From an optimization exercise on the open Yosys and OpenROAD flow, aimed at small area and a short achievable clock period; shortcuts taken in it are not production practice.
Function was checked by simulation only, so behaviour that the tests miss may differ from the original.

==> flow/design.v (outline; a module is shown in full before it is edited, if it fits) <==
// module div64_top: 23 lines
// module divider: 245 lines
// module dv_norm: 1063 lines
// module dv_d3: 727 lines
// module dv_row0: 148 lines
// module dv_row: 222 lines
// module dv_row1: 223 lines
// module dv_rowl: 224 lines
// module dv_pre: 41 lines
// module dv_qds: 90 lines
// module dv_qds1: 84 lines
// module dv_qds0: 31 lines
// module dv_static: 17 lines
// module dv_qglue0: 11 lines
// module dv_qglue: 18 lines
// module dv_final: 2596 lines
// module dv_lzc: 36 lines
// module c_inv: 5 lines
// module c_buf8: 5 lines
// module c_nand2: 5 lines
// module c_nor2: 5 lines
// module c_and2: 5 lines
// module c_or2: 5 lines
// module c_nand3: 5 lines
// module c_nor3: 5 lines
// module c_xor2: 5 lines
// module c_xnor2: 5 lines
// module c_aoi21: 5 lines
// module c_oai21: 5 lines
// module c_aoi22: 5 lines
// module c_aoi222: 5 lines
// module c_mux2: 5 lines
// module c_mux2i: 5 lines
// module c_aoi211: 5 lines
// module c_ha: 6 lines
// module c_fa: 6 lines
module div64_top (
  input          clk,
  input  [63:0]  a,
  input  [63:0]  b,
  output [63:0]  quotient,
  output [63:0]  remainder
);
  // ...
==> flow/flow/run.sh <==
#!/bin/bash
# Layout flow: the standard flow (standard.sh, its synthesis included)
# with these additions (the clock and the constraints stay the design's):
#  - after floorplanning, downsize.tcl sets logic cells that synthesis had
#    given a larger drive back to drive strength 1;
#  - ports are buffered with sky130_fd_sc_hd__buf_1;
#  - before detailed placement, repair.tcl runs the resizer's timing repair
#    with a setup margin.
# Every tool's output goes to a log file in this folder.
set -euo pipefail
W=$(pwd)
export POST_FLOORPLAN_TCL="$W/flow/downsize.tcl"
export BUFFER_PORTS_ARGS="-buffer_cell sky130_fd_sc_hd__buf_1"
export PRE_DETAIL_PLACE_TCL="$W/flow/repair.tcl"
export MY_SETUP_MARGIN=279.5
bash standard.sh > log_layout.txt 2>&1
==> flow/flow/downsize.tcl <==
# POST_FLOORPLAN_TCL: logic cells that synthesis gave a larger drive go back
# to drive strength 1 (same function); the timing repair after placement
# sizes up what the critical path needs.
set db [ord::get_db]
set block [[$db getChip] getBlock]
set n 0
foreach inst [$block getInsts] {
  set m [[$inst getMaster] getName]
  if { [regexp {^(sky130_fd_sc_hd__(a21oi|a22oi|a211oi|a221oi|a222oi|nor2|nor3|nor4|nand2|nand3|nand4|o21ai|o22ai|mux2|mux2i|xor2|xnor2|inv|and2|or2|a21o|o21a))_([0-9]+)$} $m -> base fn size] } {
    if { $size == 1 } { continue }
    set nm [$db findMaster ${base}_1]
    if { $nm != "NULL" && $nm != "" } {
      $inst swapMaster $nm
      incr n
    }
  }
}
puts "downsize: $n instances set to drive strength 1"
==> flow/flow/repair.tcl <==
# Sourced before detailed placement (PRE_DETAIL_PLACE_TCL): the resizer's
# timing repair on the placed design with a setup margin, so that it
# shortens the critical path although the clock period is met with room.
# Pin swapping and gate cloning are left out (they change the netlist's
# structure beyond sizing and buffering).
source $::env(PLATFORM_DIR)/setRC.tcl
if { [env_var_exists_and_non_empty DONT_USE_CELLS] } {
  set_dont_use $::env(DONT_USE_CELLS)
}
estimate_parasitics -placement
report_worst_slack
log_cmd repair_timing -setup -setup_margin $::env(MY_SETUP_MARGIN) -repair_tns 0 \
  -skip_gate_cloning -skip_pin_swap
estimate_parasitics -placement
report_worst_slack
report_design_area
==> flow/standard.sh <==
#!/bin/bash
# synth_recipe.tcl (not shown) runs the flow's synth.tcl, then flattens the netlist and writes it again
# the make line also repeats each setting of config.mk as NAME=value (left out here)
make -C /OpenROAD-flow-scripts/flow DESIGN_CONFIG=/design/flow/config.mk WORK_HOME=/design/flow/orfs CLKGATE_MAP_FILE= SYNTH_SCRIPT=/design/flow/synth_recipe.tcl "${@:-finish}"
==> flow/config.mk <==
export PLATFORM = sky130hd
export DESIGN_NAME = div64_top
export DESIGN_NICKNAME = div64_top
export VERILOG_FILES = /design/flow/design.v
export SDC_FILE = /design/flow/constraint.sdc
export NUM_CORES = 8
export LEC_CHECK = 0
export ABC_AREA = 0
export CAP_MARGIN = 50
export CORE_MARGIN = 2
export CORE_UTILIZATION = 55
export GPL_TIMING_DRIVEN = 0
export SLEW_MARGIN = 40
export SYNTH_HIERARCHICAL = 1
==> flow/constraint.sdc <==
create_clock -name core_clock -period 350.0 [get_ports {clk}]
set_input_delay 70.0000 -clock core_clock [delete_from_list [all_inputs] [get_ports {clk}]]
set_output_delay 70.0000 -clock core_clock [all_outputs]
set_load 0.01 [all_outputs]
==> run summary, run 1 <==
Final layout:
- Non-clock buffers in the final layout number 1345.
- Registers represent a cell area share of 3.44%.
- The share of layout cells above drive strength 1 is 12.1%.
- The count of clock-net buffers in the final layout is 38.
- Leaving out fill and tap cells, the most frequent cells in the layout are 2292 x sky130_fd_sc_hd__xnor2_1, 2016 x sky130_fd_sc_hd__a222oi_1, 1972 x sky130_fd_sc_hd__fa_1.
- Summing all non-filler instances in the final layout gives an area of 149000 um^2.
- The final design utilization is 61.9%.
- The finished layout holds 18200 standard cells, fillers aside.

Detailed routing:
- Wire segments on met2 add up to 245000 um in the final route.
- The first routing iteration left 26300 violations.
- Once detail routing completed, the nets flagged for antenna violations numbered 0.
- The routed wire length is 549000 um.
- The total number of vias is 131000.
- For this run, the detailed router's first-pass iteration total came to 17.

CTS:
- The TritonCTS sink count is 256.
- The CTS tree is done.
- After clock tree synthesis, the clock-pin slew on the worst setup and hold paths is 70 ps.

Global route:
- The number of antenna violations at the first check in global routing is 15.
- In the global route stage, met3 resource usage came out at 13.4%.
- The global routing usage on met2 is 67.6%.

Timing:
- The clock period minus worst slack is 83880 ps.
- The number of endpoints with negative hold slack in the final report is 0.

Floorplan:
- The number of primary I/O pins is 257.
- The number of core rows is 180.
- The die covers 246000 um^2.
- The flow inserted 3185 tap cells.

Worst setup path:
- The largest single stage delay on the critical path is 620 ps.
- The worst setup path is of the reg2reg kind.

Synth:
- The total standard cell area after synthesis is 133000 um^2.
- The net count of the mapped netlist is 16200.

Outcome:
- The run finished with no timing, DRC or antenna violations.

Run:
- Max-cap violations in this run came to 0.
==> module dv_row0, before the edit <==
module dv_row0 (sa, D, D3, m1, m2, m3, so, co, mt);
  input [65:0] sa;
  input [63:0] D;
  input [65:0] D3;
  input m1;
  input m2;
  input m3;
  output [65:0] so;
  output [65:0] co;
  output [6:0] mt;
  wire n_1, n_3, n_5, n_7, n_12, n_17, n_22, n_27, n_32, n_37, n_42, n_47, n_52, n_57, n_62, n_67;
  wire n_72, n_77, n_82, n_87, n_92, n_97, n_102, n_107, n_112, n_117, n_122, n_127, n_132, n_137, n_142, n_147;
  wire n_152, n_157, n_162, n_167, n_172, n_177, n_182, n_187, n_192, n_197, n_202, n_207, n_212, n_217, n_222, n_227;
  wire n_232, n_237, n_242, n_247, n_252, n_257, n_262, n_267, n_272, n_277, n_282, n_287, n_292, n_297;
  c_buf8 u2 (.a(m1), .y(n_1));
  c_buf8 u4 (.a(m2), .y(n_3));
  c_buf8 u6 (.a(m3), .y(n_5));
  c_aoi22 u8 (.a(n_1), .b(D[0]), .c(n_5), .d(D3[0]), .y(n_7));
  c_ha u11 (.a(sa[0]), .b(n_7), .s(so[0]), .co(co[1]));
  c_aoi222 u13 (.a(n_1), .b(D[1]), .c(n_3), .d(D[0]), .e(n_5), .f(D3[1]), .y(n_12));
  c_ha u16 (.a(sa[1]), .b(n_12), .s(so[1]), .co(co[2]));
  c_aoi222 u18 (.a(n_1), .b(D[2]), .c(n_3), .d(D[1]), .e(n_5), .f(D3[2]), .y(n_17));
  c_ha u21 (.a(sa[2]), .b(n_17), .s(so[2]), .co(co[3]));
  c_aoi222 u23 (.a(n_1), .b(D[3]), .c(n_3), .d(D[2]), .e(n_5), .f(D3[3]), .y(n_22));
  c_ha u26 (.a(sa[3]), .b(n_22), .s(so[3]), .co(co[4]));
  c_aoi222 u28 (.a(n_1), .b(D[4]), .c(n_3), .d(D[3]), .e(n_5), .f(D3[4]), .y(n_27));
  c_ha u31 (.a(sa[4]), .b(n_27), .s(so[4]), .co(co[5]));
  c_aoi222 u33 (.a(n_1), .b(D[5]), .c(n_3), .d(D[4]), .e(n_5), .f(D3[5]), .y(n_32));
  c_ha u36 (.a(sa[5]), .b(n_32), .s(so[5]), .co(co[6]));
  c_aoi222 u38 (.a(n_1), .b(D[6]), .c(n_3), .d(D[5]), .e(n_5), .f(D3[6]), .y(n_37));
  c_ha u41 (.a(sa[6]), .b(n_37), .s(so[6]), .co(co[7]));
  c_aoi222 u43 (.a(n_1), .b(D[7]), .c(n_3), .d(D[6]), .e(n_5), .f(D3[7]), .y(n_42));
  c_ha u46 (.a(sa[7]), .b(n_42), .s(so[7]), .co(co[8]));
  c_aoi222 u48 (.a(n_1), .b(D[8]), .c(n_3), .d(D[7]), .e(n_5), .f(D3[8]), .y(n_47));
  c_ha u51 (.a(sa[8]), .b(n_47), .s(so[8]), .co(co[9]));
  c_aoi222 u53 (.a(n_1), .b(D[9]), .c(n_3), .d(D[8]), .e(n_5), .f(D3[9]), .y(n_52));
  c_ha u56 (.a(sa[9]), .b(n_52), .s(so[9]), .co(co[10]));
  c_aoi222 u58 (.a(n_1), .b(D[10]), .c(n_3), .d(D[9]), .e(n_5), .f(D3[10]), .y(n_57));
  c_ha u61 (.a(sa[10]), .b(n_57), .s(so[10]), .co(co[11]));
  c_aoi222 u63 (.a(n_1), .b(D[11]), .c(n_3), .d(D[10]), .e(n_5), .f(D3[11]), .y(n_62));
  c_ha u66 (.a(sa[11]), .b(n_62), .s(so[11]), .co(co[12]));
  c_aoi222 u68 (.a(n_1), .b(D[12]), .c(n_3), .d(D[11]), .e(n_5), .f(D3[12]), .y(n_67));
  c_ha u71 (.a(sa[12]), .b(n_67), .s(so[12]), .co(co[13]));
  c_aoi222 u73 (.a(n_1), .b(D[13]), .c(n_3), .d(D[12]), .e(n_5), .f(D3[13]), .y(n_72));
  c_ha u76 (.a(sa[13]), .b(n_72), .s(so[13]), .co(co[14]));
  c_aoi222 u78 (.a(n_1), .b(D[14]), .c(n_3), .d(D[13]), .e(n_5), .f(D3[14]), .y(n_77));
  c_ha u81 (.a(sa[14]), .b(n_77), .s(so[14]), .co(co[15]));
  c_aoi222 u83 (.a(n_1), .b(D[15]), .c(n_3), .d(D[14]), .e(n_5), .f(D3[15]), .y(n_82));
  c_ha u86 (.a(sa[15]), .b(n_82), .s(so[15]), .co(co[16]));
  c_aoi222 u88 (.a(n_1), .b(D[16]), .c(n_3), .d(D[15]), .e(n_5), .f(D3[16]), .y(n_87));
  c_ha u91 (.a(sa[16]), .b(n_87), .s(so[16]), .co(co[17]));
  c_aoi222 u93 (.a(n_1), .b(D[17]), .c(n_3), .d(D[16]), .e(n_5), .f(D3[17]), .y(n_92));
  c_ha u96 (.a(sa[17]), .b(n_92), .s(so[17]), .co(co[18]));
  c_aoi222 u98 (.a(n_1), .b(D[18]), .c(n_3), .d(D[17]), .e(n_5), .f(D3[18]), .y(n_97));
  c_ha u101 (.a(sa[18]), .b(n_97), .s(so[18]), .co(co[19]));
  c_aoi222 u103 (.a(n_1), .b(D[19]), .c(n_3), .d(D[18]), .e(n_5), .f(D3[19]), .y(n_102));
  c_ha u106 (.a(sa[19]), .b(n_102), .s(so[19]), .co(co[20]));
  c_aoi222 u108 (.a(n_1), .b(D[20]), .c(n_3), .d(D[19]), .e(n_5), .f(D3[20]), .y(n_107));
  c_ha u111 (.a(sa[20]), .b(n_107), .s(so[20]), .co(co[21]));
  c_aoi222 u113 (.a(n_1), .b(D[21]), .c(n_3), .d(D[20]), .e(n_5), .f(D3[21]), .y(n_112));
  c_ha u116 (.a(sa[21]), .b(n_112), .s(so[21]), .co(co[22]));
  c_aoi222 u118 (.a(n_1), .b(D[22]), .c(n_3), .d(D[21]), .e(n_5), .f(D3[22]), .y(n_117));
  c_ha u121 (.a(sa[22]), .b(n_117), .s(so[22]), .co(co[23]));
  c_aoi222 u123 (.a(n_1), .b(D[23]), .c(n_3), .d(D[22]), .e(n_5), .f(D3[23]), .y(n_122));
  c_ha u126 (.a(sa[23]), .b(n_122), .s(so[23]), .co(co[24]));
  c_aoi222 u128 (.a(n_1), .b(D[24]), .c(n_3), .d(D[23]), .e(n_5), .f(D3[24]), .y(n_127));
  c_ha u131 (.a(sa[24]), .b(n_127), .s(so[24]), .co(co[25]));
  c_aoi222 u133 (.a(n_1), .b(D[25]), .c(n_3), .d(D[24]), .e(n_5), .f(D3[25]), .y(n_132));
  c_ha u136 (.a(sa[25]), .b(n_132), .s(so[25]), .co(co[26]));
  c_aoi222 u138 (.a(n_1), .b(D[26]), .c(n_3), .d(D[25]), .e(n_5), .f(D3[26]), .y(n_137));
  c_ha u141 (.a(sa[26]), .b(n_137), .s(so[26]), .co(co[27]));
  c_aoi222 u143 (.a(n_1), .b(D[27]), .c(n_3), .d(D[26]), .e(n_5), .f(D3[27]), .y(n_142));
  c_ha u146 (.a(sa[27]), .b(n_142), .s(so[27]), .co(co[28]));
  c_aoi222 u148 (.a(n_1), .b(D[28]), .c(n_3), .d(D[27]), .e(n_5), .f(D3[28]), .y(n_147));
  c_ha u151 (.a(sa[28]), .b(n_147), .s(so[28]), .co(co[29]));
  c_aoi222 u153 (.a(n_1), .b(D[29]), .c(n_3), .d(D[28]), .e(n_5), .f(D3[29]), .y(n_152));
  c_ha u156 (.a(sa[29]), .b(n_152), .s(so[29]), .co(co[30]));
  c_aoi222 u158 (.a(n_1), .b(D[30]), .c(n_3), .d(D[29]), .e(n_5), .f(D3[30]), .y(n_157));
  c_ha u161 (.a(sa[30]), .b(n_157), .s(so[30]), .co(co[31]));
  c_aoi222 u163 (.a(n_1), .b(D[31]), .c(n_3), .d(D[30]), .e(n_5), .f(D3[31]), .y(n_162));
  c_ha u166 (.a(sa[31]), .b(n_162), .s(so[31]), .co(co[32]));
  c_aoi222 u168 (.a(n_1), .b(D[32]), .c(n_3), .d(D[31]), .e(n_5), .f(D3[32]), .y(n_167));
  c_ha u171 (.a(sa[32]), .b(n_167), .s(so[32]), .co(co[33]));
  c_aoi222 u173 (.a(n_1), .b(D[33]), .c(n_3), .d(D[32]), .e(n_5), .f(D3[33]), .y(n_172));
  c_ha u176 (.a(sa[33]), .b(n_172), .s(so[33]), .co(co[34]));
  c_aoi222 u178 (.a(n_1), .b(D[34]), .c(n_3), .d(D[33]), .e(n_5), .f(D3[34]), .y(n_177));
  c_ha u181 (.a(sa[34]), .b(n_177), .s(so[34]), .co(co[35]));
  c_aoi222 u183 (.a(n_1), .b(D[35]), .c(n_3), .d(D[34]), .e(n_5), .f(D3[35]), .y(n_182));
  c_ha u186 (.a(sa[35]), .b(n_182), .s(so[35]), .co(co[36]));
  c_aoi222 u188 (.a(n_1), .b(D[36]), .c(n_3), .d(D[35]), .e(n_5), .f(D3[36]), .y(n_187));
  c_ha u191 (.a(sa[36]), .b(n_187), .s(so[36]), .co(co[37]));
  c_aoi222 u193 (.a(n_1), .b(D[37]), .c(n_3), .d(D[36]), .e(n_5), .f(D3[37]), .y(n_192));
  c_ha u196 (.a(sa[37]), .b(n_192), .s(so[37]), .co(co[38]));
  c_aoi222 u198 (.a(n_1), .b(D[38]), .c(n_3), .d(D[37]), .e(n_5), .f(D3[38]), .y(n_197));
  c_ha u201 (.a(sa[38]), .b(n_197), .s(so[38]), .co(co[39]));
  c_aoi222 u203 (.a(n_1), .b(D[39]), .c(n_3), .d(D[38]), .e(n_5), .f(D3[39]), .y(n_202));
  c_ha u206 (.a(sa[39]), .b(n_202), .s(so[39]), .co(co[40]));
  c_aoi222 u208 (.a(n_1), .b(D[40]), .c(n_3), .d(D[39]), .e(n_5), .f(D3[40]), .y(n_207));
  c_ha u211 (.a(sa[40]), .b(n_207), .s(so[40]), .co(co[41]));
  c_aoi222 u213 (.a(n_1), .b(D[41]), .c(n_3), .d(D[40]), .e(n_5), .f(D3[41]), .y(n_212));
  c_ha u216 (.a(sa[41]), .b(n_212), .s(so[41]), .co(co[42]));
  c_aoi222 u218 (.a(n_1), .b(D[42]), .c(n_3), .d(D[41]), .e(n_5), .f(D3[42]), .y(n_217));
  c_ha u221 (.a(sa[42]), .b(n_217), .s(so[42]), .co(co[43]));
  c_aoi222 u223 (.a(n_1), .b(D[43]), .c(n_3), .d(D[42]), .e(n_5), .f(D3[43]), .y(n_222));
  c_ha u226 (.a(sa[43]), .b(n_222), .s(so[43]), .co(co[44]));
  c_aoi222 u228 (.a(n_1), .b(D[44]), .c(n_3), .d(D[43]), .e(n_5), .f(D3[44]), .y(n_227));
  c_ha u231 (.a(sa[44]), .b(n_227), .s(so[44]), .co(co[45]));
  c_aoi222 u233 (.a(n_1), .b(D[45]), .c(n_3), .d(D[44]), .e(n_5), .f(D3[45]), .y(n_232));
  c_ha u236 (.a(sa[45]), .b(n_232), .s(so[45]), .co(co[46]));
  c_aoi222 u238 (.a(n_1), .b(D[46]), .c(n_3), .d(D[45]), .e(n_5), .f(D3[46]), .y(n_237));
  c_ha u241 (.a(sa[46]), .b(n_237), .s(so[46]), .co(co[47]));
  c_aoi222 u243 (.a(n_1), .b(D[47]), .c(n_3), .d(D[46]), .e(n_5), .f(D3[47]), .y(n_242));
  c_ha u246 (.a(sa[47]), .b(n_242), .s(so[47]), .co(co[48]));
  c_aoi222 u248 (.a(n_1), .b(D[48]), .c(n_3), .d(D[47]), .e(n_5), .f(D3[48]), .y(n_247));
  c_ha u251 (.a(sa[48]), .b(n_247), .s(so[48]), .co(co[49]));
  c_aoi222 u253 (.a(n_1), .b(D[49]), .c(n_3), .d(D[48]), .e(n_5), .f(D3[49]), .y(n_252));
  c_ha u256 (.a(sa[49]), .b(n_252), .s(so[49]), .co(co[50]));
  c_aoi222 u258 (.a(n_1), .b(D[50]), .c(n_3), .d(D[49]), .e(n_5), .f(D3[50]), .y(n_257));
  c_ha u261 (.a(sa[50]), .b(n_257), .s(so[50]), .co(co[51]));
  c_aoi222 u263 (.a(n_1), .b(D[51]), .c(n_3), .d(D[50]), .e(n_5), .f(D3[51]), .y(n_262));
  c_ha u266 (.a(sa[51]), .b(n_262), .s(so[51]), .co(co[52]));
  c_aoi222 u268 (.a(n_1), .b(D[52]), .c(n_3), .d(D[51]), .e(n_5), .f(D3[52]), .y(n_267));
  c_ha u271 (.a(sa[52]), .b(n_267), .s(so[52]), .co(co[53]));
  c_aoi222 u273 (.a(n_1), .b(D[53]), .c(n_3), .d(D[52]), .e(n_5), .f(D3[53]), .y(n_272));
  c_ha u276 (.a(sa[53]), .b(n_272), .s(so[53]), .co(co[54]));
  c_aoi222 u278 (.a(n_1), .b(D[54]), .c(n_3), .d(D[53]), .e(n_5), .f(D3[54]), .y(n_277));
  c_ha u281 (.a(sa[54]), .b(n_277), .s(so[54]), .co(co[55]));
  c_aoi222 u283 (.a(n_1), .b(D[55]), .c(n_3), .d(D[54]), .e(n_5), .f(D3[55]), .y(n_282));
  c_ha u286 (.a(sa[55]), .b(n_282), .s(so[55]), .co(co[56]));
  c_aoi222 u288 (.a(n_1), .b(D[56]), .c(n_3), .d(D[55]), .e(n_5), .f(D3[56]), .y(n_287));
  c_ha u291 (.a(sa[56]), .b(n_287), .s(so[56]), .co(co[57]));
  c_aoi222 u293 (.a(n_1), .b(D[57]), .c(n_3), .d(D[56]), .e(n_5), .f(D3[57]), .y(n_292));
  c_ha u296 (.a(sa[57]), .b(n_292), .s(so[57]), .co(co[58]));
  c_aoi222 u298 (.a(n_1), .b(D[58]), .c(n_3), .d(D[57]), .e(n_5), .f(D3[58]), .y(n_297));
  c_ha u301 (.a(sa[58]), .b(n_297), .s(so[58]), .co(co[59]));
  c_aoi222 u303 (.a(m1), .b(D[59]), .c(m2), .d(D[58]), .e(m3), .f(D3[59]), .y(mt[0]));
  c_ha u306 (.a(sa[59]), .b(mt[0]), .s(so[59]), .co(co[60]));
  c_aoi222 u308 (.a(m1), .b(D[60]), .c(m2), .d(D[59]), .e(m3), .f(D3[60]), .y(mt[1]));
  c_ha u311 (.a(sa[60]), .b(mt[1]), .s(so[60]), .co(co[61]));
  c_aoi222 u313 (.a(m1), .b(D[61]), .c(m2), .d(D[60]), .e(m3), .f(D3[61]), .y(mt[2]));
  c_ha u316 (.a(sa[61]), .b(mt[2]), .s(so[61]), .co(co[62]));
  c_aoi222 u318 (.a(m1), .b(D[62]), .c(m2), .d(D[61]), .e(m3), .f(D3[62]), .y(mt[3]));
  c_ha u321 (.a(sa[62]), .b(mt[3]), .s(so[62]), .co(co[63]));
  c_aoi222 u323 (.a(m1), .b(D[63]), .c(m2), .d(D[62]), .e(m3), .f(D3[63]), .y(mt[4]));
  c_ha u326 (.a(sa[63]), .b(mt[4]), .s(so[63]), .co(co[64]));
  c_aoi22 u328 (.a(m2), .b(D[63]), .c(m3), .d(D3[64]), .y(mt[5]));
  c_nand2 u330 (.a(m3), .b(D3[65]), .y(mt[6]));
endmodule
==> module dv_qds1, before the edit <==
module dv_qds1 (a, mt, s59, st, n, sub, m1, m2, m3);
  input [5:0] a;
  input [6:0] mt;
  input s59;
  input [5:0] st;
  output n;
  output sub;
  output m1;
  output m2;
  output m3;
  wire n_1, n_3, n_5, n_7, n_9, n_11, n_13, n_15, n_17, n_19, n_21, n_23, n_25, n_27, n_29, n_31;
  wire n_33, n_35, n_37, n_39, n_41, n_43, n_45, n_47, n_49, n_51, n_53, n_55, n_57, n_59, n_61, n_63;
  wire n_65, n_67, n_69, n_71, n_73, n_75, n_79, n_81, n_83, n_85, n_87, n_89, n_91, n_93, n_95, n_97;
  wire n_99, n_101, n_103, n_105, n_107, n_109, n_111, n_113, n_115, n_117, n_119, n_121, n_123, n_127, n_129, n_133;
  c_nand2 u2 (.a(s59), .b(mt[0]), .y(n_1));
  c_nand2 u4 (.a(a[0]), .b(mt[1]), .y(n_3));
  c_nand2 u6 (.a(a[1]), .b(mt[2]), .y(n_5));
  c_nand2 u8 (.a(a[2]), .b(mt[3]), .y(n_7));
  c_nand2 u10 (.a(a[3]), .b(mt[4]), .y(n_9));
  c_nand2 u12 (.a(a[4]), .b(mt[5]), .y(n_11));
  c_nor2 u14 (.a(a[0]), .b(mt[1]), .y(n_13));
  c_nor2 u16 (.a(a[1]), .b(mt[2]), .y(n_15));
  c_nor2 u18 (.a(a[2]), .b(mt[3]), .y(n_17));
  c_nor2 u20 (.a(a[3]), .b(mt[4]), .y(n_19));
  c_nor2 u22 (.a(a[4]), .b(mt[5]), .y(n_21));
  c_inv u24 (.a(mt[6]), .y(n_23));
  c_xor2 u26 (.a(a[0]), .b(mt[1]), .y(n_25));
  c_xor2 u28 (.a(a[1]), .b(mt[2]), .y(n_27));
  c_xor2 u30 (.a(a[2]), .b(mt[3]), .y(n_29));
  c_xor2 u32 (.a(a[3]), .b(mt[4]), .y(n_31));
  c_xor2 u34 (.a(a[4]), .b(mt[5]), .y(n_33));
  c_oai21 u36 (.a(n_13), .b(n_1), .c(n_3), .y(n_35));
  c_oai21 u38 (.a(n_17), .b(n_5), .c(n_7), .y(n_37));
  c_nor2 u40 (.a(n_17), .b(n_15), .y(n_39));
  c_oai21 u42 (.a(n_21), .b(n_9), .c(n_11), .y(n_41));
  c_nor2 u44 (.a(n_21), .b(n_19), .y(n_43));
  c_inv u46 (.a(n_35), .y(n_45));
  c_oai21 u48 (.a(n_15), .b(n_45), .c(n_5), .y(n_47));
  c_aoi21 u50 (.a(n_39), .b(n_35), .c(n_37), .y(n_49));
  c_inv u52 (.a(n_41), .y(n_51));
  c_nor2 u54 (.a(n_23), .b(n_51), .y(n_53));
  c_inv u56 (.a(n_43), .y(n_55));
  c_nor2 u58 (.a(n_23), .b(n_55), .y(n_57));
  c_oai21 u60 (.a(n_19), .b(n_49), .c(n_9), .y(n_59));
  c_inv u62 (.a(n_49), .y(n_61));
  c_aoi21 u64 (.a(n_43), .b(n_61), .c(n_41), .y(n_63));
  c_aoi21 u66 (.a(n_57), .b(n_61), .c(n_53), .y(n_65));
  c_xnor2 u68 (.a(n_25), .b(n_1), .y(n_67));
  c_xor2 u70 (.a(n_27), .b(n_35), .y(n_69));
  c_xor2 u72 (.a(n_29), .b(n_47), .y(n_71));
  c_xnor2 u74 (.a(n_31), .b(n_49), .y(n_73));
  c_xor2 u76 (.a(n_33), .b(n_59), .y(n_75));
  c_xnor2 u78 (.a(mt[6]), .b(n_63), .y(n));
  c_nand3 u80 (.a(n_69), .b(n_67), .c(st[1]), .y(n_79));
  c_nor3 u82 (.a(n_75), .b(n_73), .c(n_71), .y(n_81));
  c_nand2 u84 (.a(n_81), .b(n_79), .y(n_83));
  c_nand2 u86 (.a(st[4]), .b(n_67), .y(n_85));
  c_nand2 u88 (.a(st[0]), .b(n_85), .y(n_87));
  c_aoi22 u90 (.a(n_69), .b(n_87), .c(n_67), .d(st[2]), .y(n_89));
  c_inv u92 (.a(n_89), .y(n_91));
  c_aoi211 u94 (.a(n_71), .b(n_91), .c(n_75), .d(n_73), .y(n_93));
  c_nand3 u96 (.a(n_75), .b(n_73), .c(n_71), .y(n_95));
  c_nand2 u98 (.a(n_69), .b(n_67), .y(n_97));
  c_nor2 u100 (.a(n_95), .b(n_97), .y(n_99));
  c_nand3 u102 (.a(st[0]), .b(n_69), .c(n_67), .y(n_101));
  c_inv u104 (.a(n_71), .y(n_103));
  c_nand2 u106 (.a(n_103), .b(n_101), .y(n_105));
  c_nand3 u108 (.a(n_75), .b(n_73), .c(n_105), .y(n_107));
  c_nor3 u110 (.a(n_71), .b(n_69), .c(st[0]), .y(n_109));
  c_nand2 u112 (.a(st[3]), .b(n_67), .y(n_111));
  c_nand2 u114 (.a(n_109), .b(n_111), .y(n_113));
  c_nand3 u116 (.a(n_71), .b(n_69), .c(n_67), .y(n_115));
  c_nor2 u118 (.a(st[5]), .b(n_115), .y(n_117));
  c_aoi21 u120 (.a(n_73), .b(n_113), .c(n_117), .y(n_119));
  c_inv u122 (.a(n_75), .y(n_121));
  c_nor2 u124 (.a(n_121), .b(n_119), .y(n_123));
  c_mux2i u126 (.a0(n_93), .a1(n_123), .s(n), .y(m3));
  c_nand2 u128 (.a(n_107), .b(n_123), .y(n_127));
  c_nand2 u130 (.a(n_83), .b(n_93), .y(n_129));
  c_mux2i u132 (.a0(n_129), .a1(n_127), .s(n), .y(m2));
  c_or2 u134 (.a(n_99), .b(n_107), .y(n_133));
  c_mux2i u136 (.a0(n_83), .a1(n_133), .s(n), .y(m1));
  c_inv u138 (.a(n), .y(sub));
endmodule
==> run 2: changes to the inputs <==
--- a/flow/design.v
+++ b/flow/design.v
@@ -2074,136 +2074,135 @@
   c_buf8 u2 (.a(m1), .y(n_1));
   c_buf8 u4 (.a(m2), .y(n_3));
   c_buf8 u6 (.a(m3), .y(n_5));
-  c_aoi22 u8 (.a(n_1), .b(D[0]), .c(n_5), .d(D3[0]), .y(n_7));
+  c_nand2 u8 (.a(n_1), .b(D[0]), .y(n_7));
   c_ha u11 (.a(sa[0]), .b(n_7), .s(so[0]), .co(co[1]));
-  c_aoi222 u13 (.a(n_1), .b(D[1]), .c(n_3), .d(D[0]), .e(n_5), .f(D3[1]), .y(n_12));
+  c_aoi22 u13 (.a(n_1), .b(D[1]), .c(n_3), .d(D[0]), .y(n_12));
   c_ha u16 (.a(sa[1]), .b(n_12), .s(so[1]), .co(co[2]));
-  c_aoi222 u18 (.a(n_1), .b(D[2]), .c(n_3), .d(D[1]), .e(n_5), .f(D3[2]), .y(n_17));
+  c_aoi22 u18 (.a(n_1), .b(D[2]), .c(n_3), .d(D[1]), .y(n_17));
   c_ha u21 (.a(sa[2]), .b(n_17), .s(so[2]), .co(co[3]));
-  c_aoi222 u23 (.a(n_1), .b(D[3]), .c(n_3), .d(D[2]), .e(n_5), .f(D3[3]), .y(n_22));
+  c_aoi22 u23 (.a(n_1), .b(D[3]), .c(n_3), .d(D[2]), .y(n_22));
   c_ha u26 (.a(sa[3]), .b(n_22), .s(so[3]), .co(co[4]));
-  c_aoi222 u28 (.a(n_1), .b(D[4]), .c(n_3), .d(D[3]), .e(n_5), .f(D3[4]), .y(n_27));
+  c_aoi22 u28 (.a(n_1), .b(D[4]), .c(n_3), .d(D[3]), .y(n_27));
   c_ha u31 (.a(sa[4]), .b(n_27), .s(so[4]), .co(co[5]));
-  c_aoi222 u33 (.a(n_1), .b(D[5]), .c(n_3), .d(D[4]), .e(n_5), .f(D3[5]), .y(n_32));
+  c_aoi22 u33 (.a(n_1), .b(D[5]), .c(n_3), .d(D[4]), .y(n_32));
   c_ha u36 (.a(sa[5]), .b(n_32), .s(so[5]), .co(co[6]));
-  c_aoi222 u38 (.a(n_1), .b(D[6]), .c(n_3), .d(D[5]), .e(n_5), .f(D3[6]), .y(n_37));
+  c_aoi22 u38 (.a(n_1), .b(D[6]), .c(n_3), .d(D[5]), .y(n_37));
   c_ha u41 (.a(sa[6]), .b(n_37), .s(so[6]), .co(co[7]));
-  c_aoi222 u43 (.a(n_1), .b(D[7]), .c(n_3), .d(D[6]), .e(n_5), .f(D3[7]), .y(n_42));
+  c_aoi22 u43 (.a(n_1), .b(D[7]), .c(n_3), .d(D[6]), .y(n_42));
   c_ha u46 (.a(sa[7]), .b(n_42), .s(so[7]), .co(co[8]));
-  c_aoi222 u48 (.a(n_1), .b(D[8]), .c(n_3), .d(D[7]), .e(n_5), .f(D3[8]), .y(n_47));
+  c_aoi22 u48 (.a(n_1), .b(D[8]), .c(n_3), .d(D[7]), .y(n_47));
   c_ha u51 (.a(sa[8]), .b(n_47), .s(so[8]), .co(co[9]));
-  c_aoi222 u53 (.a(n_1), .b(D[9]), .c(n_3), .d(D[8]), .e(n_5), .f(D3[9]), .y(n_52));
+  c_aoi22 u53 (.a(n_1), .b(D[9]), .c(n_3), .d(D[8]), .y(n_52));
   c_ha u56 (.a(sa[9]), .b(n_52), .s(so[9]), .co(co[10]));
-  c_aoi222 u58 (.a(n_1), .b(D[10]), .c(n_3), .d(D[9]), .e(n_5), .f(D3[10]), .y(n_57));
+  c_aoi22 u58 (.a(n_1), .b(D[10]), .c(n_3), .d(D[9]), .y(n_57));
   c_ha u61 (.a(sa[10]), .b(n_57), .s(so[10]), .co(co[11]));
-  c_aoi222 u63 (.a(n_1), .b(D[11]), .c(n_3), .d(D[10]), .e(n_5), .f(D3[11]), .y(n_62));
+  c_aoi22 u63 (.a(n_1), .b(D[11]), .c(n_3), .d(D[10]), .y(n_62));
   c_ha u66 (.a(sa[11]), .b(n_62), .s(so[11]), .co(co[12]));
-  c_aoi222 u68 (.a(n_1), .b(D[12]), .c(n_3), .d(D[11]), .e(n_5), .f(D3[12]), .y(n_67));
+  c_aoi22 u68 (.a(n_1), .b(D[12]), .c(n_3), .d(D[11]), .y(n_67));
   c_ha u71 (.a(sa[12]), .b(n_67), .s(so[12]), .co(co[13]));
-  c_aoi222 u73 (.a(n_1), .b(D[13]), .c(n_3), .d(D[12]), .e(n_5), .f(D3[13]), .y(n_72));
+  c_aoi22 u73 (.a(n_1), .b(D[13]), .c(n_3), .d(D[12]), .y(n_72));
   c_ha u76 (.a(sa[13]), .b(n_72), .s(so[13]), .co(co[14]));
-  c_aoi222 u78 (.a(n_1), .b(D[14]), .c(n_3), .d(D[13]), .e(n_5), .f(D3[14]), .y(n_77));
+  c_aoi22 u78 (.a(n_1), .b(D[14]), .c(n_3), .d(D[13]), .y(n_77));
   c_ha u81 (.a(sa[14]), .b(n_77), .s(so[14]), .co(co[15]));
-  c_aoi222 u83 (.a(n_1), .b(D[15]), .c(n_3), .d(D[14]), .e(n_5), .f(D3[15]), .y(n_82));
+  c_aoi22 u83 (.a(n_1), .b(D[15]), .c(n_3), .d(D[14]), .y(n_82));
   c_ha u86 (.a(sa[15]), .b(n_82), .s(so[15]), .co(co[16]));
-  c_aoi222 u88 (.a(n_1), .b(D[16]), .c(n_3), .d(D[15]), .e(n_5), .f(D3[16]), .y(n_87));
+  c_aoi22 u88 (.a(n_1), .b(D[16]), .c(n_3), .d(D[15]), .y(n_87));
   c_ha u91 (.a(sa[16]), .b(n_87), .s(so[16]), .co(co[17]));
-  c_aoi222 u93 (.a(n_1), .b(D[17]), .c(n_3), .d(D[16]), .e(n_5), .f(D3[17]), .y(n_92));
+  c_aoi22 u93 (.a(n_1), .b(D[17]), .c(n_3), .d(D[16]), .y(n_92));
   c_ha u96 (.a(sa[17]), .b(n_92), .s(so[17]), .co(co[18]));
-  c_aoi222 u98 (.a(n_1), .b(D[18]), .c(n_3), .d(D[17]), .e(n_5), .f(D3[18]), .y(n_97));
+  c_aoi22 u98 (.a(n_1), .b(D[18]), .c(n_3), .d(D[17]), .y(n_97));
   c_ha u101 (.a(sa[18]), .b(n_97), .s(so[18]), .co(co[19]));
-  c_aoi222 u103 (.a(n_1), .b(D[19]), .c(n_3), .d(D[18]), .e(n_5), .f(D3[19]), .y(n_102));
+  c_aoi22 u103 (.a(n_1), .b(D[19]), .c(n_3), .d(D[18]), .y(n_102));
   c_ha u106 (.a(sa[19]), .b(n_102), .s(so[19]), .co(co[20]));
-  c_aoi222 u108 (.a(n_1), .b(D[20]), .c(n_3), .d(D[19]), .e(n_5), .f(D3[20]), .y(n_107));
+  c_aoi22 u108 (.a(n_1), .b(D[20]), .c(n_3), .d(D[19]), .y(n_107));
   c_ha u111 (.a(sa[20]), .b(n_107), .s(so[20]), .co(co[21]));
-  c_aoi222 u113 (.a(n_1), .b(D[21]), .c(n_3), .d(D[20]), .e(n_5), .f(D3[21]), .y(n_112));
+  c_aoi22 u113 (.a(n_1), .b(D[21]), .c(n_3), .d(D[20]), .y(n_112));
   c_ha u116 (.a(sa[21]), .b(n_112), .s(so[21]), .co(co[22]));
-  c_aoi222 u118 (.a(n_1), .b(D[22]), .c(n_3), .d(D[21]), .e(n_5), .f(D3[22]), .y(n_117));
+  c_aoi22 u118 (.a(n_1), .b(D[22]), .c(n_3), .d(D[21]), .y(n_117));
   c_ha u121 (.a(sa[22]), .b(n_117), .s(so[22]), .co(co[23]));
-  c_aoi222 u123 (.a(n_1), .b(D[23]), .c(n_3), .d(D[22]), .e(n_5), .f(D3[23]), .y(n_122));
+  c_aoi22 u123 (.a(n_1), .b(D[23]), .c(n_3), .d(D[22]), .y(n_122));
   c_ha u126 (.a(sa[23]), .b(n_122), .s(so[23]), .co(co[24]));
-  c_aoi222 u128 (.a(n_1), .b(D[24]), .c(n_3), .d(D[23]), .e(n_5), .f(D3[24]), .y(n_127));
+  c_aoi22 u128 (.a(n_1), .b(D[24]), .c(n_3), .d(D[23]), .y(n_127));
   c_ha u131 (.a(sa[24]), .b(n_127), .s(so[24]), .co(co[25]));
-  c_aoi222 u133 (.a(n_1), .b(D[25]), .c(n_3), .d(D[24]), .e(n_5), .f(D3[25]), .y(n_132));
+  c_aoi22 u133 (.a(n_1), .b(D[25]), .c(n_3), .d(D[24]), .y(n_132));
   c_ha u136 (.a(sa[25]), .b(n_132), .s(so[25]), .co(co[26]));
-  c_aoi222 u138 (.a(n_1), .b(D[26]), .c(n_3), .d(D[25]), .e(n_5), .f(D3[26]), .y(n_137));
+  c_aoi22 u138 (.a(n_1), .b(D[26]), .c(n_3), .d(D[25]), .y(n_137));
   c_ha u141 (.a(sa[26]), .b(n_137), .s(so[26]), .co(co[27]));
-  c_aoi222 u143 (.a(n_1), .b(D[27]), .c(n_3), .d(D[26]), .e(n_5), .f(D3[27]), .y(n_142));
+  c_aoi22 u143 (.a(n_1), .b(D[27]), .c(n_3), .d(D[26]), .y(n_142));
   c_ha u146 (.a(sa[27]), .b(n_142), .s(so[27]), .co(co[28]));
-  c_aoi222 u148 (.a(n_1), .b(D[28]), .c(n_3), .d(D[27]), .e(n_5), .f(D3[28]), .y(n_147));
+  c_aoi22 u148 (.a(n_1), .b(D[28]), .c(n_3), .d(D[27]), .y(n_147));
   c_ha u151 (.a(sa[28]), .b(n_147), .s(so[28]), .co(co[29]));
-  c_aoi222 u153 (.a(n_1), .b(D[29]), .c(n_3), .d(D[28]), .e(n_5), .f(D3[29]), .y(n_152));
+  c_aoi22 u153 (.a(n_1), .b(D[29]), .c(n_3), .d(D[28]), .y(n_152));
   c_ha u156 (.a(sa[29]), .b(n_152), .s(so[29]), .co(co[30]));
-  c_aoi222 u158 (.a(n_1), .b(D[30]), .c(n_3), .d(D[29]), .e(n_5), .f(D3[30]), .y(n_157));
+  c_aoi22 u158 (.a(n_1), .b(D[30]), .c(n_3), .d(D[29]), .y(n_157));
   c_ha u161 (.a(sa[30]), .b(n_157), .s(so[30]), .co(co[31]));
-  c_aoi222 u163 (.a(n_1), .b(D[31]), .c(n_3), .d(D[30]), .e(n_5), .f(D3[31]), .y(n_162));
+  c_aoi22 u163 (.a(n_1), .b(D[31]), .c(n_3), .d(D[30]), .y(n_162));
   c_ha u166 (.a(sa[31]), .b(n_162), .s(so[31]), .co(co[32]));
-  c_aoi222 u168 (.a(n_1), .b(D[32]), .c(n_3), .d(D[31]), .e(n_5), .f(D3[32]), .y(n_167));
+  c_aoi22 u168 (.a(n_1), .b(D[32]), .c(n_3), .d(D[31]), .y(n_167));
   c_ha u171 (.a(sa[32]), .b(n_167), .s(so[32]), .co(co[33]));
-  c_aoi222 u173 (.a(n_1), .b(D[33]), .c(n_3), .d(D[32]), .e(n_5), .f(D3[33]), .y(n_172));
+  c_aoi22 u173 (.a(n_1), .b(D[33]), .c(n_3), .d(D[32]), .y(n_172));
   c_ha u176 (.a(sa[33]), .b(n_172), .s(so[33]), .co(co[34]));
-  c_aoi222 u178 (.a(n_1), .b(D[34]), .c(n_3), .d(D[33]), .e(n_5), .f(D3[34]), .y(n_177));
+  c_aoi22 u178 (.a(n_1), .b(D[34]), .c(n_3), .d(D[33]), .y(n_177));
   c_ha u181 (.a(sa[34]), .b(n_177), .s(so[34]), .co(co[35]));
-  c_aoi222 u183 (.a(n_1), .b(D[35]), .c(n_3), .d(D[34]), .e(n_5), .f(D3[35]), .y(n_182));
+  c_aoi22 u183 (.a(n_1), .b(D[35]), .c(n_3), .d(D[34]), .y(n_182));
   c_ha u186 (.a(sa[35]), .b(n_182), .s(so[35]), .co(co[36]));
-  c_aoi222 u188 (.a(n_1), .b(D[36]), .c(n_3), .d(D[35]), .e(n_5), .f(D3[36]), .y(n_187));
+  c_aoi22 u188 (.a(n_1), .b(D[36]), .c(n_3), .d(D[35]), .y(n_187));
   c_ha u191 (.a(sa[36]), .b(n_187), .s(so[36]), .co(co[37]));
-  c_aoi222 u193 (.a(n_1), .b(D[37]), .c(n_3), .d(D[36]), .e(n_5), .f(D3[37]), .y(n_192));
+  c_aoi22 u193 (.a(n_1), .b(D[37]), .c(n_3), .d(D[36]), .y(n_192));
   c_ha u196 (.a(sa[37]), .b(n_192), .s(so[37]), .co(co[38]));
-  c_aoi222 u198 (.a(n_1), .b(D[38]), .c(n_3), .d(D[37]), .e(n_5), .f(D3[38]), .y(n_197));
+  c_aoi22 u198 (.a(n_1), .b(D[38]), .c(n_3), .d(D[37]), .y(n_197));
   c_ha u201 (.a(sa[38]), .b(n_197), .s(so[38]), .co(co[39]));
-  c_aoi222 u203 (.a(n_1), .b(D[39]), .c(n_3), .d(D[38]), .e(n_5), .f(D3[39]), .y(n_202));
+  c_aoi22 u203 (.a(n_1), .b(D[39]), .c(n_3), .d(D[38]), .y(n_202));
   c_ha u206 (.a(sa[39]), .b(n_202), .s(so[39]), .co(co[40]));
-  c_aoi222 u208 (.a(n_1), .b(D[40]), .c(n_3), .d(D[39]), .e(n_5), .f(D3[40]), .y(n_207));
+  c_aoi22 u208 (.a(n_1), .b(D[40]), .c(n_3), .d(D[39]), .y(n_207));
   c_ha u211 (.a(sa[40]), .b(n_207), .s(so[40]), .co(co[41]));
-  c_aoi222 u213 (.a(n_1), .b(D[41]), .c(n_3), .d(D[40]), .e(n_5), .f(D3[41]), .y(n_212));
+  c_aoi22 u213 (.a(n_1), .b(D[41]), .c(n_3), .d(D[40]), .y(n_212));
   c_ha u216 (.a(sa[41]), .b(n_212), .s(so[41]), .co(co[42]));
-  c_aoi222 u218 (.a(n_1), .b(D[42]), .c(n_3), .d(D[41]), .e(n_5), .f(D3[42]), .y(n_217));
+  c_aoi22 u218 (.a(n_1), .b(D[42]), .c(n_3), .d(D[41]), .y(n_217));
   c_ha u221 (.a(sa[42]), .b(n_217), .s(so[42]), .co(co[43]));
-  c_aoi222 u223 (.a(n_1), .b(D[43]), .c(n_3), .d(D[42]), .e(n_5), .f(D3[43]), .y(n_222));
+  c_aoi22 u223 (.a(n_1), .b(D[43]), .c(n_3), .d(D[42]), .y(n_222));
   c_ha u226 (.a(sa[43]), .b(n_222), .s(so[43]), .co(co[44]));
-  c_aoi222 u228 (.a(n_1), .b(D[44]), .c(n_3), .d(D[43]), .e(n_5), .f(D3[44]), .y(n_227));
+  c_aoi22 u228 (.a(n_1), .b(D[44]), .c(n_3), .d(D[43]), .y(n_227));
   c_ha u231 (.a(sa[44]), .b(n_227), .s(so[44]), .co(co[45]));
-  c_aoi222 u233 (.a(n_1), .b(D[45]), .c(n_3), .d(D[44]), .e(n_5), .f(D3[45]), .y(n_232));
+  c_aoi22 u233 (.a(n_1), .b(D[45]), .c(n_3), .d(D[44]), .y(n_232));
   c_ha u236 (.a(sa[45]), .b(n_232), .s(so[45]), .co(co[46]));
-  c_aoi222 u238 (.a(n_1), .b(D[46]), .c(n_3), .d(D[45]), .e(n_5), .f(D3[46]), .y(n_237));
+  c_aoi22 u238 (.a(n_1), .b(D[46]), .c(n_3), .d(D[45]), .y(n_237));
   c_ha u241 (.a(sa[46]), .b(n_237), .s(so[46]), .co(co[47]));
-  c_aoi222 u243 (.a(n_1), .b(D[47]), .c(n_3), .d(D[46]), .e(n_5), .f(D3[47]), .y(n_242));
+  c_aoi22 u243 (.a(n_1), .b(D[47]), .c(n_3), .d(D[46]), .y(n_242));
   c_ha u246 (.a(sa[47]), .b(n_242), .s(so[47]), .co(co[48]));
-  c_aoi222 u248 (.a(n_1), .b(D[48]), .c(n_3), .d(D[47]), .e(n_5), .f(D3[48]), .y(n_247));
+  c_aoi22 u248 (.a(n_1), .b(D[48]), .c(n_3), .d(D[47]), .y(n_247));
   c_ha u251 (.a(sa[48]), .b(n_247), .s(so[48]), .co(co[49]));
-  c_aoi222 u253 (.a(n_1), .b(D[49]), .c(n_3), .d(D[48]), .e(n_5), .f(D3[49]), .y(n_252));
+  c_aoi22 u253 (.a(n_1), .b(D[49]), .c(n_3), .d(D[48]), .y(n_252));
   c_ha u256 (.a(sa[49]), .b(n_252), .s(so[49]), .co(co[50]));
-  c_aoi222 u258 (.a(n_1), .b(D[50]), .c(n_3), .d(D[49]), .e(n_5), .f(D3[50]), .y(n_257));
+  c_aoi22 u258 (.a(n_1), .b(D[50]), .c(n_3), .d(D[49]), .y(n_257));
   c_ha u261 (.a(sa[50]), .b(n_257), .s(so[50]), .co(co[51]));
-  c_aoi222 u263 (.a(n_1), .b(D[51]), .c(n_3), .d(D[50]), .e(n_5), .f(D3[51]), .y(n_262));
+  c_aoi22 u263 (.a(n_1), .b(D[51]), .c(n_3), .d(D[50]), .y(n_262));
   c_ha u266 (.a(sa[51]), .b(n_262), .s(so[51]), .co(co[52]));
-  c_aoi222 u268 (.a(n_1), .b(D[52]), .c(n_3), .d(D[51]), .e(n_5), .f(D3[52]), .y(n_267));
+  c_aoi22 u268 (.a(n_1), .b(D[52]), .c(n_3), .d(D[51]), .y(n_267));
   c_ha u271 (.a(sa[52]), .b(n_267), .s(so[52]), .co(co[53]));
-  c_aoi222 u273 (.a(n_1), .b(D[53]), .c(n_3), .d(D[52]), .e(n_5), .f(D3[53]), .y(n_272));
+  c_aoi22 u273 (.a(n_1), .b(D[53]), .c(n_3), .d(D[52]), .y(n_272));
   c_ha u276 (.a(sa[53]), .b(n_272), .s(so[53]), .co(co[54]));
-  c_aoi222 u278 (.a(n_1), .b(D[54]), .c(n_3), .d(D[53]), .e(n_5), .f(D3[54]), .y(n_277));
+  c_aoi22 u278 (.a(n_1), .b(D[54]), .c(n_3), .d(D[53]), .y(n_277));
   c_ha u281 (.a(sa[54]), .b(n_277), .s(so[54]), .co(co[55]));
-  c_aoi222 u283 (.a(n_1), .b(D[55]), .c(n_3), .d(D[54]), .e(n_5), .f(D3[55]), .y(n_282));
+  c_aoi22 u283 (.a(n_1), .b(D[55]), .c(n_3), .d(D[54]), .y(n_282));
   c_ha u286 (.a(sa[55]), .b(n_282), .s(so[55]), .co(co[56]));
-  c_aoi222 u288 (.a(n_1), .b(D[56]), .c(n_3), .d(D[55]), .e(n_5), .f(D3[56]), .y(n_287));
+  c_aoi22 u288 (.a(n_1), .b(D[56]), .c(n_3), .d(D[55]), .y(n_287));
   c_ha u291 (.a(sa[56]), .b(n_287), .s(so[56]), .co(co[57]));
-  c_aoi222 u293 (.a(n_1), .b(D[57]), .c(n_3), .d(D[56]), .e(n_5), .f(D3[57]), .y(n_292));
+  c_aoi22 u293 (.a(n_1), .b(D[57]), .c(n_3), .d(D[56]), .y(n_292));
   c_ha u296 (.a(sa[57]), .b(n_292), .s(so[57]), .co(co[58]));
-  c_aoi222 u298 (.a(n_1), .b(D[58]), .c(n_3), .d(D[57]), .e(n_5), .f(D3[58]), .y(n_297));
+  c_aoi22 u298 (.a(n_1), .b(D[58]), .c(n_3), .d(D[57]), .y(n_297));
   c_ha u301 (.a(sa[58]), .b(n_297), .s(so[58]), .co(co[59]));
-  c_aoi222 u303 (.a(m1), .b(D[59]), .c(m2), .d(D[58]), .e(m3), .f(D3[59]), .y(mt[0]));
+  c_aoi22 u303 (.a(m1), .b(D[59]), .c(m2), .d(D[58]), .y(mt[0]));
   c_ha u306 (.a(sa[59]), .b(mt[0]), .s(so[59]), .co(co[60]));
-  c_aoi222 u308 (.a(m1), .b(D[60]), .c(m2), .d(D[59]), .e(m3), .f(D3[60]), .y(mt[1]));
+  c_aoi22 u308 (.a(m1), .b(D[60]), .c(m2), .d(D[59]), .y(mt[1]));
   c_ha u311 (.a(sa[60]), .b(mt[1]), .s(so[60]), .co(co[61]));
-  c_aoi222 u313 (.a(m1), .b(D[61]), .c(m2), .d(D[60]), .e(m3), .f(D3[61]), .y(mt[2]));
+  c_aoi22 u313 (.a(m1), .b(D[61]), .c(m2), .d(D[60]), .y(mt[2]));
   c_ha u316 (.a(sa[61]), .b(mt[2]), .s(so[61]), .co(co[62]));
-  c_aoi222 u318 (.a(m1), .b(D[62]), .c(m2), .d(D[61]), .e(m3), .f(D3[62]), .y(mt[3]));
+  c_aoi22 u318 (.a(m1), .b(D[62]), .c(m2), .d(D[61]), .y(mt[3]));
   c_ha u321 (.a(sa[62]), .b(mt[3]), .s(so[62]), .co(co[63]));
-  c_aoi222 u323 (.a(m1), .b(D[63]), .c(m2), .d(D[62]), .e(m3), .f(D3[63]), .y(mt[4]));
+  c_aoi222 u323 (.a(m1), .b(D[63]), .c(m2), .d(D[62]), .e(m3), .f(D[63]), .y(mt[4]));
   c_ha u326 (.a(sa[63]), .b(mt[4]), .s(so[63]), .co(co[64]));
-  c_aoi22 u328 (.a(m2), .b(D[63]), .c(m3), .d(D3[64]), .y(mt[5]));
-  c_nand2 u330 (.a(m3), .b(D3[65]), .y(mt[6]));
+  c_aoi22 u328 (.a(m2), .b(D[63]), .c(m3), .d(D[63]), .y(mt[5]));
 endmodule
 module dv_row (sa, ca, D, D3, sub, m1, m2, m3, so, co, mt);
   input [65:0] sa;
@@ -3016,9 +3015,9 @@
   output m2;
   output m3;
   wire n_1, n_3, n_5, n_7, n_9, n_11, n_13, n_15, n_17, n_19, n_21, n_23, n_25, n_27, n_29, n_31;
-  wire n_33, n_35, n_37, n_39, n_41, n_43, n_45, n_47, n_49, n_51, n_53, n_55, n_57, n_59, n_61, n_63;
-  wire n_65, n_67, n_69, n_71, n_73, n_75, n_79, n_81, n_83, n_85, n_87, n_89, n_91, n_93, n_95, n_97;
-  wire n_99, n_101, n_103, n_105, n_107, n_109, n_111, n_113, n_115, n_117, n_119, n_121, n_123, n_127, n_129, n_133;
+  wire n_33, n_35, n_37, n_39, n_41, n_43, n_45, n_47, n_49, n_51, n_53, n_55, n_57, n_59, n_63, n_65;
+  wire n_67, n_69, n_71, n_73, n_75, n_77, n_79, n_81, n_83, n_85, n_87, n_89, n_91, n_93, n_95, n_97;
+  wire n_99, n_101, n_103, n_105, n_107, n_109, n_111, n_113, n_115, n_117, n_119, n_123, n_125, n_129;
   c_nand2 u2 (.a(s59), .b(mt[0]), .y(n_1));
   c_nand2 u4 (.a(a[0]), .b(mt[1]), .y(n_3));
   c_nand2 u6 (.a(a[1]), .b(mt[2]), .y(n_5));
@@ -3030,64 +3029,62 @@
   c_nor2 u18 (.a(a[2]), .b(mt[3]), .y(n_17));
   c_nor2 u20 (.a(a[3]), .b(mt[4]), .y(n_19));
   c_nor2 u22 (.a(a[4]), .b(mt[5]), .y(n_21));
-  c_inv u24 (.a(mt[6]), .y(n_23));
-  c_xor2 u26 (.a(a[0]), .b(mt[1]), .y(n_25));
-  c_xor2 u28 (.a(a[1]), .b(mt[2]), .y(n_27));
-  c_xor2 u30 (.a(a[2]), .b(mt[3]), .y(n_29));
-  c_xor2 u32 (.a(a[3]), .b(mt[4]), .y(n_31));
-  c_xor2 u34 (.a(a[4]), .b(mt[5]), .y(n_33));
-  c_oai21 u36 (.a(n_13), .b(n_1), .c(n_3), .y(n_35));
-  c_oai21 u38 (.a(n_17), .b(n_5), .c(n_7), .y(n_37));
-  c_nor2 u40 (.a(n_17), .b(n_15), .y(n_39));
-  c_oai21 u42 (.a(n_21), .b(n_9), .c(n_11), .y(n_41));
-  c_nor2 u44 (.a(n_21), .b(n_19), .y(n_43));
-  c_inv u46 (.a(n_35), .y(n_45));
-  c_oai21 u48 (.a(n_15), .b(n_45), .c(n_5), .y(n_47));
-  c_aoi21 u50 (.a(n_39), .b(n_35), .c(n_37), .y(n_49));
-  c_inv u52 (.a(n_41), .y(n_51));
-  c_nor2 u54 (.a(n_23), .b(n_51), .y(n_53));
-  c_inv u56 (.a(n_43), .y(n_55));
-  c_nor2 u58 (.a(n_23), .b(n_55), .y(n_57));
-  c_oai21 u60 (.a(n_19), .b(n_49), .c(n_9), .y(n_59));
-  c_inv u62 (.a(n_49), .y(n_61));
-  c_aoi21 u64 (.a(n_43), .b(n_61), .c(n_41), .y(n_63));
-  c_aoi21 u66 (.a(n_57), .b(n_61), .c(n_53), .y(n_65));
-  c_xnor2 u68 (.a(n_25), .b(n_1), .y(n_67));
-  c_xor2 u70 (.a(n_27), .b(n_35), .y(n_69));
-  c_xor2 u72 (.a(n_29), .b(n_47), .y(n_71));
-  c_xnor2 u74 (.a(n_31), .b(n_49), .y(n_73));
-  c_xor2 u76 (.a(n_33), .b(n_59), .y(n_75));
-  c_xnor2 u78 (.a(mt[6]), .b(n_63), .y(n));
-  c_nand3 u80 (.a(n_69), .b(n_67), .c(st[1]), .y(n_79));
-  c_nor3 u82 (.a(n_75), .b(n_73), .c(n_71), .y(n_81));
-  c_nand2 u84 (.a(n_81), .b(n_79), .y(n_83));
-  c_nand2 u86 (.a(st[4]), .b(n_67), .y(n_85));
-  c_nand2 u88 (.a(st[0]), .b(n_85), .y(n_87));
-  c_aoi22 u90 (.a(n_69), .b(n_87), .c(n_67), .d(st[2]), .y(n_89));
-  c_inv u92 (.a(n_89), .y(n_91));
-  c_aoi211 u94 (.a(n_71), .b(n_91), .c(n_75), .d(n_73), .y(n_93));
-  c_nand3 u96 (.a(n_75), .b(n_73), .c(n_71), .y(n_95));
-  c_nand2 u98 (.a(n_69), .b(n_67), .y(n_97));
-  c_nor2 u100 (.a(n_95), .b(n_97), .y(n_99));
-  c_nand3 u102 (.a(st[0]), .b(n_69), .c(n_67), .y(n_101));
-  c_inv u104 (.a(n_71), .y(n_103));
-  c_nand2 u106 (.a(n_103), .b(n_101), .y(n_105));
-  c_nand3 u108 (.a(n_75), .b(n_73), .c(n_105), .y(n_107));
-  c_nor3 u110 (.a(n_71), .b(n_69), .c(st[0]), .y(n_109));
-  c_nand2 u112 (.a(st[3]), .b(n_67), .y(n_111));
-  c_nand2 u114 (.a(n_109), .b(n_111), .y(n_113));
-  c_nand3 u116 (.a(n_71), .b(n_69), .c(n_67), .y(n_115));
-  c_nor2 u118 (.a(st[5]), .b(n_115), .y(n_117));
-  c_aoi21 u120 (.a(n_73), .b(n_113), .c(n_117), .y(n_119));
-  c_inv u122 (.a(n_75), .y(n_121));
-  c_nor2 u124 (.a(n_121), .b(n_119), .y(n_123));
-  c_mux2i u126 (.a0(n_93), .a1(n_123), .s(n), .y(m3));
-  c_nand2 u128 (.a(n_107), .b(n_123), .y(n_127));
-  c_nand2 u130 (.a(n_83), .b(n_93), .y(n_129));
-  c_mux2i u132 (.a0(n_129), .a1(n_127), .s(n), .y(m2));
-  c_or2 u134 (.a(n_99), .b(n_107), .y(n_133));
-  c_mux2i u136 (.a0(n_83), .a1(n_133), .s(n), .y(m1));
-  c_inv u138 (.a(n), .y(sub));
+  c_xor2 u24 (.a(a[0]), .b(mt[1]), .y(n_23));
+  c_xor2 u26 (.a(a[1]), .b(mt[2]), .y(n_25));
+  c_xor2 u28 (.a(a[2]), .b(mt[3]), .y(n_27));
+  c_xor2 u30 (.a(a[3]), .b(mt[4]), .y(n_29));
+  c_xor2 u32 (.a(a[4]), .b(mt[5]), .y(n_31));
+  c_oai21 u34 (.a(n_13), .b(n_1), .c(n_3), .y(n_33));
+  c_oai21 u36 (.a(n_17), .b(n_5), .c(n_7), .y(n_35));
+  c_nor2 u38 (.a(n_17), .b(n_15), .y(n_37));
+  c_oai21 u40 (.a(n_21), .b(n_9), .c(n_11), .y(n_39));
+  c_nor2 u42 (.a(n_21), .b(n_19), .y(n_41));
+  c_inv u44 (.a(n_33), .y(n_43));
+  c_oai21 u46 (.a(n_15), .b(n_43), .c(n_5), .y(n_45));
+  c_aoi21 u48 (.a(n_37), .b(n_33), .c(n_35), .y(n_47));
+  c_inv u50 (.a(n_39), .y(n_49));
+  c_inv u52 (.a(n_49), .y(n_51));
+  c_inv u54 (.a(n_41), .y(n_53));
+  c_inv u56 (.a(n_53), .y(n_55));
+  c_oai21 u58 (.a(n_19), .b(n_47), .c(n_9), .y(n_57));
+  c_inv u60 (.a(n_47), .y(n_59));
+  c_aoi21 u62 (.a(n_41), .b(n_59), .c(n_39), .y(n));
+  c_aoi21 u64 (.a(n_55), .b(n_59), .c(n_51), .y(n_63));
+  c_xnor2 u66 (.a(n_23), .b(n_1), .y(n_65));
+  c_xor2 u68 (.a(n_25), .b(n_33), .y(n_67));
+  c_xor2 u70 (.a(n_27), .b(n_45), .y(n_69));
+  c_xnor2 u72 (.a(n_29), .b(n_47), .y(n_71));
+  c_xor2 u74 (.a(n_31), .b(n_57), .y(n_73));
+  c_nand3 u76 (.a(n_67), .b(n_65), .c(st[1]), .y(n_75));
+  c_nor3 u78 (.a(n_73), .b(n_71), .c(n_69), .y(n_77));
+  c_nand2 u80 (.a(n_77), .b(n_75), .y(n_79));
+  c_nand2 u82 (.a(st[4]), .b(n_65), .y(n_81));
+  c_nand2 u84 (.a(st[0]), .b(n_81), .y(n_83));
+  c_aoi22 u86 (.a(n_67), .b(n_83), .c(n_65), .d(st[2]), .y(n_85));
+  c_inv u88 (.a(n_85), .y(n_87));
+  c_aoi211 u90 (.a(n_69), .b(n_87), .c(n_73), .d(n_71), .y(n_89));
+  c_nand3 u92 (.a(n_73), .b(n_71), .c(n_69), .y(n_91));
+  c_nand2 u94 (.a(n_67), .b(n_65), .y(n_93));
+  c_nor2 u96 (.a(n_91), .b(n_93), .y(n_95));
+  c_nand3 u98 (.a(st[0]), .b(n_67), .c(n_65), .y(n_97));
+  c_inv u100 (.a(n_69), .y(n_99));
+  c_nand2 u102 (.a(n_99), .b(n_97), .y(n_101));
+  c_nand3 u104 (.a(n_73), .b(n_71), .c(n_101), .y(n_103));
+  c_nor3 u106 (.a(n_69), .b(n_67), .c(st[0]), .y(n_105));
+  c_nand2 u108 (.a(st[3]), .b(n_65), .y(n_107));
+  c_nand2 u110 (.a(n_105), .b(n_107), .y(n_109));
+  c_nand3 u112 (.a(n_69), .b(n_67), .c(n_65), .y(n_111));
+  c_nor2 u114 (.a(st[5]), .b(n_111), .y(n_113));
+  c_aoi21 u116 (.a(n_71), .b(n_109), .c(n_113), .y(n_115));
+  c_inv u118 (.a(n_73), .y(n_117));
+  c_nor2 u120 (.a(n_117), .b(n_115), .y(n_119));
+  c_mux2i u122 (.a0(n_89), .a1(n_119), .s(n), .y(m3));
+  c_nand2 u124 (.a(n_103), .b(n_119), .y(n_123));
+  c_nand2 u126 (.a(n_79), .b(n_89), .y(n_125));
+  c_mux2i u128 (.a0(n_125), .a1(n_123), .s(n), .y(m2));
+  c_or2 u130 (.a(n_95), .b(n_103), .y(n_129));
+  c_mux2i u132 (.a0(n_79), .a1(n_129), .s(n), .y(m1));
+  c_inv u134 (.a(n), .y(sub));
 endmodule
 module dv_qds0 (y, st, m1, m2, m3);
   input [2:0] y;
--- a/flow/config.mk
+++ b/flow/config.mk
@@ -8,7 +8,7 @@
 export ABC_AREA = 0
 export CAP_MARGIN = 50
 export CORE_MARGIN = 2
-export CORE_UTILIZATION = 55
+export CORE_UTILIZATION = 35
 export GPL_TIMING_DRIVEN = 0
 export SLEW_MARGIN = 40
 export SYNTH_HIERARCHICAL = 1
==> run summary, run 2 <==
Detailed routing:
- The total iterations of the first detailed-routing run came to 14 (was 17).
- The routed length per instance is 26.4 um (was 30.1 um).
- The number of routed nets with antenna violations was 0 (unchanged).
- The routed wire length came to 527000 um (was 549000 um).
- The DRC violation total after the first TritonRoute iteration is 23900 (was 26300).
- The total number of vias is 127000 (was 131000).
- The via density per instance was 6.34 (was 7.20).

Worst setup path:
- The critical path endpoint category is a flop (unchanged).
- The slowest stage cell on the critical path is sky130_fd_sc_hd__fa_1 (was sky130_fd_sc_hd__xor2_1).
- The most common cell type on the critical path is sky130_fd_sc_hd__nor2_1 (was sky130_fd_sc_hd__xnor2_1).
- The nature of the critical path startpoint was a flop (unchanged).
- The critical path class is reg2reg (unchanged).
- The maximum fanout count along the critical path is 32 (unchanged).
- The delay contributed by the slowest stage of the critical path is 680 ps (was 620 ps).
- The reg-to-reg setup timing slack is 271210 ps (was 266120 ps).
- The number of cell instances on the worst register-to-register path is 413 (was 430).

Outcome:
- Outcome: no timing/DRC/antenna violations (unchanged).

Global route:
- The via count of the first global-routing pass came to 127000 (was 135000).
- The first-pass GRT wire length is 802000 um (was 830000 um).
- The number of antenna violations at the first check in global routing is 15 (unchanged).

Final layout:
- The share of layout cells above drive strength 1 is 11.7% (was 12.1%).
- Most frequent cells in the layout: 2284 x sky130_fd_sc_hd__xnor2_1, 1957 x sky130_fd_sc_hd__fa_1, 1954 x sky130_fd_sc_hd__a222oi_1 (was 2292 x sky130_fd_sc_hd__xnor2_1, 2016 x sky130_fd_sc_hd__a222oi_1, 1972 x sky130_fd_sc_hd__fa_1).
- The post-synthesis to final-layout area growth was 12.6% (was 12.0%).

Timing:
- Unrepaired setup endpoints after global routing: no (unchanged).
- The share of the clock period used by the worst path is 22.5% (was 24.0%).
- The actual transition at the worst max-transition pin is 943 ps (was 942 ps).
- The count of final max-slew check failures came to 0 (unchanged).
- The setup slack of the critical path after layout is 271210 ps (was 266120 ps).
- The number of endpoints with negative hold slack in the final report is 0 (unchanged).
- The relative slew slack is 37.1% (was 37.2%).
- The clock period minus worst slack is 78790 ps (was 83880 ps).
- The setup-violating endpoint count in the final report was 0 (unchanged).
- The setup clock skew after layout was 39.3 ps (was 56.9 ps).

CTS:
- The TritonCTS sink count came to 256 (unchanged).
- The post-CTS clock slew at the launch and capture registers of the worst setup and hold paths is 60 ps (was 70 ps).
- The CTS tree is done (unchanged).
- The number of gates resized after CTS was 0 (unchanged).
- The number of buffers added for setup after CTS is 0 (unchanged).
- The source-to-sink clock delay at the later pin of the worst-skew pair was 760 ps (about the same).
- The maximum root-to-sink buffer count is 3 (unchanged).

Synth:
- The net count of the mapped netlist is 16200 (about the same).
- The total standard cell area after synthesis came to 133000 um^2 (about the same).
- The average instance area after synthesis was 9.56 um^2 (was 9.55 um^2).

Placed design:
- The total of buffers placed on input and output ports was 256 (unchanged).

Run:
- The number of maximum-capacitance violations came to 0 (unchanged).

Floorplan:
- The number of core rows is 226 (was 180).
- The die footprint is 385000 um^2 (was 246000 um^2).
- The number of primary I/O pins was 257 (unchanged).
run 2: final cells by class:
| cell class | instances | area (um^2) | share of cell area, % |
|---|---|---|---|
| Tap cell | 5016 | 6280 | 4.19 |
| Multi-Input combinational cell | 12800 | 124000 | 82.4 |
| Timing Repair Buffer | 1005 | 9160 | 6.11 |
| Buffer | 318 | 2790 | 1.86 |
| Sequential cell | 256 | 5130 | 3.42 |
| Clock inverter | 20 | 193 | 0.128 |
| Clock buffer | 36 | 803 | 0.536 |
| Antenna cell | 9 | 22.5 | 0.0150 |
| Inverter | 540 | 2050 | 1.37 |
run 2: metal layers:
layer	up-vias	wire length [um]	global-route usage [%]
li1	54300	-	-
met1	63800	205000	33.2
met2	7463	237000	42.3
met3	1206	53900	5.72
met4	2	32100	14.5
met5	-	12	0.0253
run 2: critical path: cells and delay by family (launching register included):
family | cells | cell delay, ps
simple gates | 110 | 17120
fa+ha+maj | 1 | 680
buf+inv | 68 | 10300
mux | 42 | 8310
compound gates | 124 | 23700
xor+xnor | 68 | 17630
flops | 1 | 370
run 2: path summary, 6_finish.rpt:
path | startpoint | endpoint
max | b_q[2]$_DFF_P_ | r_q[1]$_DFF_P_
min | b_q[31]$_DFF_P_ | r_q[63]$_DFF_P_
max reg2reg | b_q[2]$_DFF_P_ | r_q[1]$_DFF_P_
min reg2reg | b_q[31]$_DFF_P_ | r_q[63]$_DFF_P_
run 2: through the flow:
| stage | utilization, % | instance area [um^2] | cells | hold slack, ps |
|---|---|---|---|---|
| after floorplan | - | 133000 | 13900 | 956 |
| after global placement | 36.1 | 137000 | 19200 | 1710 |
| after detailed placement | 38.9 | 148000 | 19900 | 1320 |
| after CTS | 39.2 | 149000 | 19900 | 1340 |
| after global routing | 39.6 | 150000 | 20000 | 1420 |
| final | 39.6 | 150000 | 20000 | 1330 |

[what the ideal ports hide]
In the flow no input, the clock included, has a driving cell. The finished layouts below were timed again as built, in two steps. Step 1 sets driving cells, clkbuf_16 on the clock port and buf_2 on the other inputs (assumed; they add their load-dependent delay and slew). Step 2, shift: input delay + t, output delay - t, t = (earliest + latest rising clock arrival at the registers) / 2. This alone moves slack from input paths to output paths. Three values: no drivers, after step 1, after step 2; two values: the first two.
run | t (ns) | setup WS [ns] | slew at the worst register clock pin (ns) | worst data-port slew with drivers (ns)
run 1 | 0.839 | 266.123 / 266.123 / 266.123 | 0.08 / 0.08 | 0.04
run 2 | 0.847 | 271.207 / 271.207 / 271.207 | 0.07 / 0.07 | 0.07
After both steps every run listed still meets setup and hold.
